Source: an optimization exercise on an open RTL-to-GDS flow (aim: small area). Production flows keep margins and buffers that such runs may drop.
The RTL was checked by simulation tests, not by an equivalence proof against the original design.
Power is estimated from default activity; no workload was simulated.

--- design/flow/values.hex ---
@0000
0000
0664
0cb7
12ea
18ec
1eaf
2423
293b
2de9
3222
35db
390a
3ba7
3dab
3f12
3fd7
4000
3fae
3eb9
3d24
3af3
382a
34d2
30f3
2c97
27c8
2294
1d08
1731
111f
0ae1
0487
0000
f99c
f349
ed16
e714
e151
dbdd
d6c5
d217
cdde
ca25
c6f6
c459
c255
c0ee
c029
c000
c052
c147
c2dc
c50d
c7d6
cb2e
cf0d
d369
d838
dd6c
e2f8
e8cf
eee1
f51f
fb79
--- design/flow/run.sh ---
#!/bin/bash
# synth_recipe.tcl (not shown) runs the flow's synth.tcl, then flattens the netlist and writes it again
# the make line also repeats each setting of config.mk as NAME=value (left out here)
make -C /OpenROAD-flow-scripts/flow DESIGN_CONFIG=/design/flow/config.mk WORK_HOME=/design/flow/orfs CLKGATE_MAP_FILE= SYNTH_SCRIPT=/design/flow/synth_recipe.tcl finish
--- design/flow/config.mk ---
export PLATFORM = sky130hd
export DESIGN_NAME = rp_acq
export DESIGN_NICKNAME = rp_acq
export VERILOG_FILES = /design/flow/design.v
export SDC_FILE = /design/flow/constraint.sdc
export NUM_CORES = 8
export LEC_CHECK = 0
export CAP_MARGIN = 20
export CORE_MARGIN = 2
export CORE_UTILIZATION = 40
export SLEW_MARGIN = 20
--- design/flow/constraint.sdc ---
create_clock -name core_clock -period 8.0 [get_ports {clk}]
set_input_delay 1.6000 -clock core_clock [delete_from_list [all_inputs] [get_ports {clk}]]
set_output_delay 1.6000 -clock core_clock [all_outputs]
set_load 0.01 [all_outputs]
--- design/flow/design.v ---
`timescale 1ns / 1ps
module controller(
    input clk,
    input rst_n,
    input [31:0] data_input,
    output reg cpu_trig,
    output reg [23:0] repetitions,
    output reg [23:0] samples,
    output reg [23:0] generator_hops,
    output reg [7:0] led_o
);
reg state;
reg prev_new_data_flag;
always @(posedge clk) begin
  if (!rst_n) begin
    state <= 1'd0;
    prev_new_data_flag <= 1'b0;
    cpu_trig <= 1'b0;
    repetitions <= 24'd0;
    samples <= 24'd0;
    generator_hops <= 24'd0;
    led_o <= 8'b0;
  end else begin
    prev_new_data_flag <= data_input[31];
    led_o[7] <= data_input[31];
    case (state)
        1'b0: 
            begin 
                cpu_trig <= 0;             
                if (data_input[31] != prev_new_data_flag)  
                    state <=  1'b1;               
                else                
                    state <= 1'b0;               
            end
        1'b1: 
            begin
                if (data_input[30:25] == 0 && data_input[24] == 1)  
                    begin
                    cpu_trig <= 1;
                    led_o[6:0] <= {1'b1, 6'b0};
                    state <= 1'b0;
                    end
                else if (data_input[30:25] == 6'b111111)  
                    begin
                    cpu_trig <= 0;
                    repetitions <= data_input[23:0];
                    led_o[6:0] <= {1'b0, data_input[5:0]};
                    state <= 1'b0;
                    end
                else if (data_input[30:25] == 6'b111110)  
                    begin
                    cpu_trig <= 0;
                    samples <= data_input[23:0];
                    led_o[6:0] <= {1'b0, data_input[5:0]};
                    state <= 1'b0;
                    end
                else if (data_input[30:25] == 6'b111101)  
                    begin
                    cpu_trig <= 0; 
                    generator_hops <= data_input[23:0];
                    led_o[6:0] <= {1'b0, data_input[5:0]};
                    state <= 1'b0;
                    end
                else  
                    begin
                    state <= 1'b0;
                    led_o[6:0] <= 7'b0;
                    end
            end
    endcase
  end
end
endmodule
`timescale 1ns / 1ps
module trigger_FSM(
    input clk,
    input rst_n,
    input [13:0] adc_A,  
    input trig,
    input sniff_trig,
    input [23:0] max_sample_cnt,  
    input [23:0] max_repetition_cnt,
    output reg [13:0] data_out_A,
    output reg write_enable,
    output [7:0] led
);
reg [1:0] state;
reg last_trig;
reg [23:0] sample_cnt;
reg [23:0] rep_cnt;
assign led[1:0] = state; 
assign led[7:2] = 6'd0;
always @(posedge clk) begin
    last_trig <= trig;
  if (!rst_n) begin
    state <= 2'd0;
    sample_cnt <= 24'd0;
    rep_cnt <= 24'd0;
    data_out_A <= 14'd0;
    write_enable <= 1'd0;
  end else begin
    case (state)
        2'b0: 
            begin
                rep_cnt <= max_repetition_cnt;
                if (sniff_trig == 1)
                begin
                    state <=  2'b1;
                end
                else
                begin
                    state <= 2'b0;
                end
                write_enable <= 1'b0;
            end
        2'b1: 
            begin
                sample_cnt <= 24'd5;     
                write_enable <= 1'b0;
                if (rep_cnt == 0)
                    state <= 2'b0;
                else if (trig == 1'b1 && last_trig == 1'b0)
                    state <= 2'b10;
                else
                    state <= 2'b1;
            end
        2'b10:
            begin 
                if (sample_cnt == 24'd0)
                    begin
                    state <= 2'b11;  
                    sample_cnt <= max_sample_cnt;
                    data_out_A <= adc_A;
                    write_enable <= 1'b1;
                    end
                else
                    begin
                    state <= 2'b10;
                    sample_cnt <= sample_cnt - 24'd1;
                    write_enable <= 1'b0;
                    end
            end
        2'b11:
            begin 
            if (sample_cnt == 24'd0)
                begin
                state <= 2'b1;
                write_enable <= 1'b0;
                rep_cnt <= rep_cnt - 24'd1;
                end
            else
                begin
                state <= 2'b11;
                sample_cnt <= sample_cnt - 24'd1;
                write_enable <= 1'b1;
                end
            data_out_A <= adc_A;
            end
    endcase
  end
end
endmodule
`timescale 1ps / 1ps
module sin_cos_gen #(
    parameter OUTPUT_WIDTH = 16,
    parameter lut_path = "values.hex"
) (
    input gen_clk,
    input [5:0] hop_amount,
    input rst_active_low,
    output reg [OUTPUT_WIDTH-1:0] sine_value,
    output reg [OUTPUT_WIDTH-1:0] cosine_value
);
reg [5:0] sine_phase;
reg [5:0] cosine_phase;
reg [OUTPUT_WIDTH-1:0] trig_table [0:63];
initial	begin
	$readmemh("values.hex", trig_table);
end
always @(posedge gen_clk) begin
    if (rst_active_low != 0) begin
        sine_phase <= sine_phase + hop_amount;
        cosine_phase <= cosine_phase + hop_amount;
    end else begin
        sine_phase <= 6'd0;
        cosine_phase <= 6'd17;
    end
    sine_value <= trig_table[sine_phase];
    cosine_value <= trig_table[cosine_phase];
end
endmodule
`timescale 1ns / 1ps
module mult_gen_0 (
    input CLK,
    input signed [13:0] A,
    input signed [15:0] B,
    output reg signed [31:0] P
);
always @(posedge CLK) begin
    P <= A * B;
end
endmodule
`timescale 1ns / 1ps
module multiplier_wrapper(
    input clk,
    input write_enable_in,
    input [13:0] adc_in,
    input [15:0] trigonometry_in,
    output [31:0] product,
    output write_enable_out
);
mult_gen_0 u0 (clk, {adc_in[13], ~adc_in[12:0]}, trigonometry_in, product);
assign write_enable_out = write_enable_in;
endmodule
`timescale 1ns / 1ps
module BRAM_Store(
    input clk,
    input rst_n,
    input [31:0] data_in,
    input write_enable,
    output reg [31:0] BRAM_write_address,
    output [31:0] BRAM_write_data,
    output [3:0] BRAM_wren
);
always @(posedge clk) begin
    if (!rst_n) begin
        BRAM_write_address <= 32'd0 - 32'd4;
    end else if (write_enable == 1'b1) begin
        BRAM_write_address <= BRAM_write_address + 32'd4;
    end else begin
        BRAM_write_address <= 32'd0 - 32'd4;
    end 
end
    assign BRAM_write_data = data_in;
    assign BRAM_wren[0] = write_enable;
    assign BRAM_wren[1] = write_enable;
    assign BRAM_wren[2] = write_enable;
    assign BRAM_wren[3] = write_enable;
endmodule
`timescale 1ns / 1ps
module rp_acq #(
    parameter TRIGONOMETRY_GENERATOR_OUTPUT_WIDTH = 16
) (
    input clk,
    input rst_n,
    input [31:0] gpio_data,
    input [13:0] adc_dat_a_in,
    input ext_trig,
    output [7:0] led_o,
    output [31:0] BRAM_write_address,
    output [31:0] BRAM_write_data,
    output [3:0] BRAM_wren
);
    wire controller_trigger_to_trigger_fsm;
    wire [23:0] sample_cnt;
    wire [23:0] repetition_cnt;
    wire [23:0] trigonometry_sample_hop_cnt;
    wire trigger_fsm_wr_en_to_muliplier;
    wire [13:0] trigger_fsm_adc_dat_to_multiplier;
    wire [TRIGONOMETRY_GENERATOR_OUTPUT_WIDTH-1:0] sine_value;
    wire [31:0] value_to_bram;
    wire muliplier_wr_en_to_bram_store_controller;
    controller u_controller (
        .clk(clk),
        .rst_n(rst_n),
        .data_input(gpio_data),
        .cpu_trig(controller_trigger_to_trigger_fsm),
        .repetitions(repetition_cnt),
        .samples(sample_cnt),
        .generator_hops(trigonometry_sample_hop_cnt),
        .led_o()
    );
    trigger_FSM u_trigger_fsm (
        .clk(clk),
        .rst_n(rst_n),
        .adc_A(adc_dat_a_in),
        .trig(ext_trig),
        .sniff_trig(controller_trigger_to_trigger_fsm),
        .max_sample_cnt(sample_cnt),
        .max_repetition_cnt(repetition_cnt),
        .data_out_A(trigger_fsm_adc_dat_to_multiplier),
        .write_enable(trigger_fsm_wr_en_to_muliplier),
        .led(led_o)
    );
    sin_cos_gen #(
        .OUTPUT_WIDTH(TRIGONOMETRY_GENERATOR_OUTPUT_WIDTH)
    ) u_sin_cos_gen (
        .gen_clk(clk),
        .hop_amount(trigonometry_sample_hop_cnt[5:0]),
        .rst_active_low(rst_n),
        .sine_value(sine_value),
        .cosine_value()
    );
    multiplier_wrapper u_multiplier (
        .clk(clk),
        .write_enable_in(trigger_fsm_wr_en_to_muliplier),
        .adc_in(trigger_fsm_adc_dat_to_multiplier),
        .trigonometry_in(sine_value),
        .product(value_to_bram),
        .write_enable_out(muliplier_wr_en_to_bram_store_controller)
    );
    BRAM_Store u_bram_store (
        .clk(clk),
        .rst_n(rst_n),
        .data_in(value_to_bram),
        .write_enable(muliplier_wr_en_to_bram_store_controller),
        .BRAM_write_address(BRAM_write_address),
        .BRAM_write_data(BRAM_write_data),
        .BRAM_wren(BRAM_wren)
    );
endmodule
==> notes.md <==
==> worst min-delay path by stage <==
stage,cells past startpoint,end,startpoint
2_1_floorplan,2,u_controller.cpu_trig,u_controller.state
3_3_place_gp,1,u_bram_store.BRAM_write_address[2],u_bram_store.BRAM_write_address[2]
3_5_place_dp,1,u_bram_store.BRAM_write_address[2],u_bram_store.BRAM_write_address[2]
4_1_cts,1,u_bram_store.BRAM_write_address[2],u_bram_store.BRAM_write_address[2]
5_1_grt,1,u_bram_store.BRAM_write_address[2],u_bram_store.BRAM_write_address[2]
6_report,1,u_bram_store.BRAM_write_address[2],u_bram_store.BRAM_write_address[2]
==> per-layer routing <==
layer	vias up	part of all wire [%]	GRT usage [%]	wire length, um
met5	-	0	0	0
met4	0	2.0	4.94	942
met3	63	5.8	2.88	2780
met2	417	49	35.2	23400
met1	7383	43	26.6	20600
li1	7208	-	-	-
==> flip-flops by register name, indices dropped and copies added (netlist names) <==
| register | flops |
|---|---|
| u_trigger_fsm.write_enable | 1 |
| u_controller.repetitions | 24 |
| u_trigger_fsm.sample_cnt | 24 |
| u_multiplier.u0.P | 30 |
| u_controller.samples | 24 |
| u_sin_cos_gen.sine_value | 16 |
| u_trigger_fsm.last_trig | 1 |
| u_trigger_fsm.state | 2 |
| u_bram_store.BRAM_write_address | 30 |
| u_controller.cpu_trig | 1 |
| u_sin_cos_gen.sine_phase | 6 |
| u_trigger_fsm.rep_cnt | 24 |
| u_trigger_fsm.data_out_A | 14 |
| u_controller.prev_new_data_flag | 1 |
| u_controller.generator_hops | 6 |
| u_controller.state | 1 |
==> critical path, delay by kind of cell (launching register included) <==
family,cells,cell delay (ps)
AND/OR/NAND/NOR,5,1750
XOR/XNOR,1,120
AO/OA/AOI/OAI,2,250
buffers and inverters,4,400
flip-flops,1,780
adder cells (fa/ha/maj),7,3530
==> synthesized netlist by cell type, types with 5 or more instances <==
cell	instances
sky130_fd_sc_hd__a211oi_1	14
sky130_fd_sc_hd__o21a_1	5
sky130_fd_sc_hd__dfxtp_1	205
sky130_fd_sc_hd__nor4_1	8
sky130_fd_sc_hd__a22oi_1	5
sky130_fd_sc_hd__nor3_1	37
sky130_fd_sc_hd__o21ai_0	102
sky130_fd_sc_hd__o211ai_1	10
sky130_fd_sc_hd__or3_1	9
sky130_fd_sc_hd__a21oi_1	171
sky130_fd_sc_hd__buf_2	7
sky130_fd_sc_hd__o22ai_1	13
sky130_fd_sc_hd__a221oi_1	9
sky130_fd_sc_hd__and4_1	5
sky130_fd_sc_hd__nand2b_1	108
sky130_fd_sc_hd__a32oi_1	6
sky130_fd_sc_hd__nand3b_1	5
sky130_fd_sc_hd__buf_4	15
sky130_fd_sc_hd__mux2i_1	15
sky130_fd_sc_hd__ha_1	100
sky130_fd_sc_hd__a21boi_0	8
sky130_fd_sc_hd__and2_1	13
sky130_fd_sc_hd__nand3_1	33
sky130_fd_sc_hd__nor2b_1	126
sky130_fd_sc_hd__nor2_1	128
sky130_fd_sc_hd__xnor2_1	34
sky130_fd_sc_hd__a21o_1	15
sky130_fd_sc_hd__and3_1	18
sky130_fd_sc_hd__nand4_1	12
sky130_fd_sc_hd__clkbuf_1	89
sky130_fd_sc_hd__o31ai_1	7
sky130_fd_sc_hd__a31oi_1	13
sky130_fd_sc_hd__nand2_1	229
sky130_fd_sc_hd__fa_1	220
sky130_fd_sc_hd__inv_1	260
sky130_fd_sc_hd__or2_2	10
sky130_fd_sc_hd__o311a_1	6
sky130_fd_sc_hd__xor2_1	26
sky130_fd_sc_hd__buf_1	11
==> kinds of logic after synthesis <==
logic type	after synthesis
simple gates	767
compound gates	428
buf+inv	389
fa+ha+maj	320
flops	205
xor+xnor	60
mux	20
other cells	1
==> power by group through the flow <==
stage / Combinational, mW / Sequential (mW) / Clock, mW
6_report: 0.157 / 1.04 / 1.16
5_1_grt: 0.176 / 1.04 / 1.23
4_1_cts: 0.158 / 1.04 / 1.19
3_5_place_dp: 0.157 / 1.06 / 0
3_3_place_gp: 0.155 / 1.06 / 0
2_1_floorplan: 0.0850 / 1.06 / 0
==> placed cells by master, fill, tap and decap left out, drive strengths merged, types with 100 or more instances in the layout <==
cell / instances
nor2b: 126
fa: 220
ha: 100
clkdlybuf4s50: 116
dfxtp: 205
a21oi: 172
nor2: 129
o21ai: 107
inv: 263
nand2b: 108
nand2: 232
==> cell type report <==
type,instances,area (um2),area share (%)
tap,607,759,3.63
clock inverter,7,98.8,0.472
multi-input combinational,1603,13000,62.1
sequential,205,4100,19.6
timing repair buffer,126,1240,5.90
inverter,264,991,4.73
clock buffer,40,743,3.55
==> summary.md <==
| Metric | Value |
|---|---|
| Startpoint kind of the worst setup timing path | `register` |
| Capturing element type of the critical path | `register` |
| Largest area contributor in the netlist | `sky130_fd_sc_hd__fa_1` |
| Chain of cells forming the critical path | `nor2b_1 > ha_1 > inv_1 > fa_1 > inv_1 > fa_1 > fa_1 > fa_1 > inv_1 > fa_1 > inv_1 > ha_1 > nand4_1 > nor3_1 > nand4b_1 > nand4bb_1 > a31o_2 > a21oi_1 > xnor2_1` |
| Fraction of the core area covered by cells at the end of the flow | `45.3%` |
| Number of global-route vias before repair | `15263` |
| Number of buffers created by CTS | `26` |
| TritonCTS clock tree | `yes` |
| Worst-case setup margin in the final layout | `1030 ps` |
| Cell internal pwr | `1.78 mW` |
| Detailed-routing iteration count for the pre-antenna-repair pass | `5` |
| Final-report setup violation count | `0` |
| Mapped Avg Cell Area | `8.51 um2` |
| Proportion of netlist area held by the largest area contributor | `23.6%` |
| Max Clock Skew | `29.1 ps` |
| DRC errors left | `0` |
| Slew Limit Fails | `0` |
| Worst reg-to-reg path cell count | `19` |
| Number of buffers inserted by hold repair at cts | `0` |
| Worst setup slack for register-to-register paths | `1030 ps` |
| Rows | `79` |
| Power share of the sequential group | `44.1%` |
| Net Switching | `0.574 mW` |
| Startpoint-to-endpoint class of the critical path | `register to register` |
| Slew at the pin with the worst max-slew slack | `1120 ps` |
| Post-CTS setup repair buffer count | `0` |
| Starting utilization of the core area | `40.3%` |
| CP Launch Point | `u_trigger_fsm.data_out_A[0]` |
| Clock-pin slew on the worst setup and hold paths | `60 ps` |
| IO Count | `125` |
| Fraction of synthesized area in multiplexers | `1.29%` |
| Die extent in y | `220 um` |
| Post-route cell area | `0.0209 mm2` |
| Largest family of logic cells by synthesized area | `adder cells` |
| Tightest slew margin relative to the limit | `24.5%` |
| Maxcap violations | `0` |
| Slowest Stage Delay on Critical Path | `780 ps` |
| Placement Cell Area | `0.0201 mm2` |
| Wire length of the first global-routing pass | `78900 um` |
| Starting DRC count in detailed routing | `911` |
| Crit-path most repeated cell | `sky130_fd_sc_hd__fa_1` |
| Diodes inserted | `0` |
| IR Drop Worst-Case VDD | `0.153 mV` |
| Synthesized-area fraction occupied by ao, oa, aoi and oai cells | `13.9%` |
| Proportion of power drawn by the clock network | `49.3%` |
| Total via count after detailed routing | `15071` |
| Post-synthesis adder-cell area fraction | `30.4%` |
| Final Hold Vio Count | `0` |
| Fillcell total | `4576` |
| Accumulated negative setup slack | `0 ps` |
| Global-route usage over all layers | `20.3%` |
| Hold Slack | `436 ps` |
| Synthesized area | `0.0186 mm2` |
| Arrival time at the worst endpoint | `7400 ps` |
| CTS root buffer | `sky130_fd_sc_hd__clkbuf_16` |
| Fin cells | `2852` |
| Number of instances in the synthesized netlist | `2190` |
| Library cell contributing the largest single delay on the critical path | `sky130_fd_sc_hd__dfxtp_1` |
| Post-route antenna net violation count | `0` |
| Power density relative to cell area | `112 mW/mm2` |
| Outcome | `no timing/DRC/antenna violations` |
| Critical path fanouts, max | `17` |
| Synthesis-to-layout area growth | `12.4%` |
| Number of different library cells in the post-synthesis netlist | `87` |
| R2r endpoint | `u_multiplier.u0.P[30]` |
| Latest clock arrival within the worst-skew pair | `570 ps` |
| Detail-routed via count per cell | `5.28` |
| Placeable core area | `0.0463 mm2` |
| Synth Register Bits | `205` |
| PnR Total Power | `2.35 mW` |
| Maximum number of pins on one net before global-route repair | `67` |
| Syn. warnings | `5` |
| Hold Crit Class | `register to register` |
| # clock sinks | `205` |
| Count of placed standard cells including taps | `2805` |
| Post-route clock period utilization | `87.2%` |
| Number of antenna violations at the first check in global routing | `0` |
| Switching fraction of total power | `24.4%` |
| Number of buffers inserted by port buffering | `116` |
| Leakage component of the power | `9.32 nW` |
| Number of enable flip-flop cells after synthesis | `0` |
| Total length of routed wires | `47700 um` |
| GRT overflow | `0` |
| Die W | `220 um` |
| Ys async rst share | `0%` |
| Synth Area in XOR/XNOR | `2.82%` |
| Simple-gate portion of the synthesized area | `21.2%` |
| Portion of the post-synthesis area used by sequential elements | `22.0%` |
| Number of H-tree levels | `1` |
| Endpoint of the most critical setup path | `u_multiplier.u0.P[30]` |
| Die area | `0.0483 mm2` |
| Routed length per placed instance | `16.7 um` |
| Achievable frequency | `143 MHz` |
| Gate power share | `6.7%` |
| Resize count post-CTS | `0` |
| HPWL after DPL | `35800 um` |
| Critical R2R Launch | `u_trigger_fsm.data_out_A[0]` |
| Unrepaired setup endpoints after global routing | `false` |
| Maximum buffer depth of the clock tree | `3` |
| Minimum clock period | `6970 ps` |
| Post-placement worst setup slack | `1030 ps` |
| Most used flip-flop cell after synthesis | `sky130_fd_sc_hd__dfxtp_1` |
| Global placer's final weighted congestion | `0.848` |
| Crit path required time | `8430 ps` |
| Share of final-layout standard cells stronger than drive strength 1 | `4.14%` |
| Count of nets after finishing | `2595` |
| Biggest area contributors in the synthesized netlist | `sky130_fd_sc_hd__fa_1 (24%), sky130_fd_sc_hd__dfxtp_1 (22%), sky130_fd_sc_hd__ha_1 (6.7%)` |

-- separate check: timing with driven ports --
The results above use ideal ports. As a check the final layout listed here was re-extracted and re-timed, cells and wires unchanged.
Step 1 (the two cells are an assumption about what drives the block):
set clk [get_ports {clk}]
set_driving_cell -lib_cell sky130_fd_sc_hd__clkbuf_16 $clk
set_driving_cell -lib_cell sky130_fd_sc_hd__buf_2 [delete_from_list [all_inputs] $clk]
Step 2 times the ports against the registers' clock, not the clock port: input delays grow and output delays shrink by t, the midpoint of the rising clock arrivals with the driver on.
a / b / c = no drivers / after step 1 / after step 2; a / b = the first two.
shift t [ns]: 0.611
slack for setup (ns): 1.025 / 1.025 / 1.025
latest minus earliest clock arrival (ns): 0.029 / 0.029
worst register clock-pin slew, ns: 0.07 / 0.07
After both steps this run still meets setup and hold. The setup slack of this run moves by 0.000 ns with the drivers and by 0.000 ns with both steps.
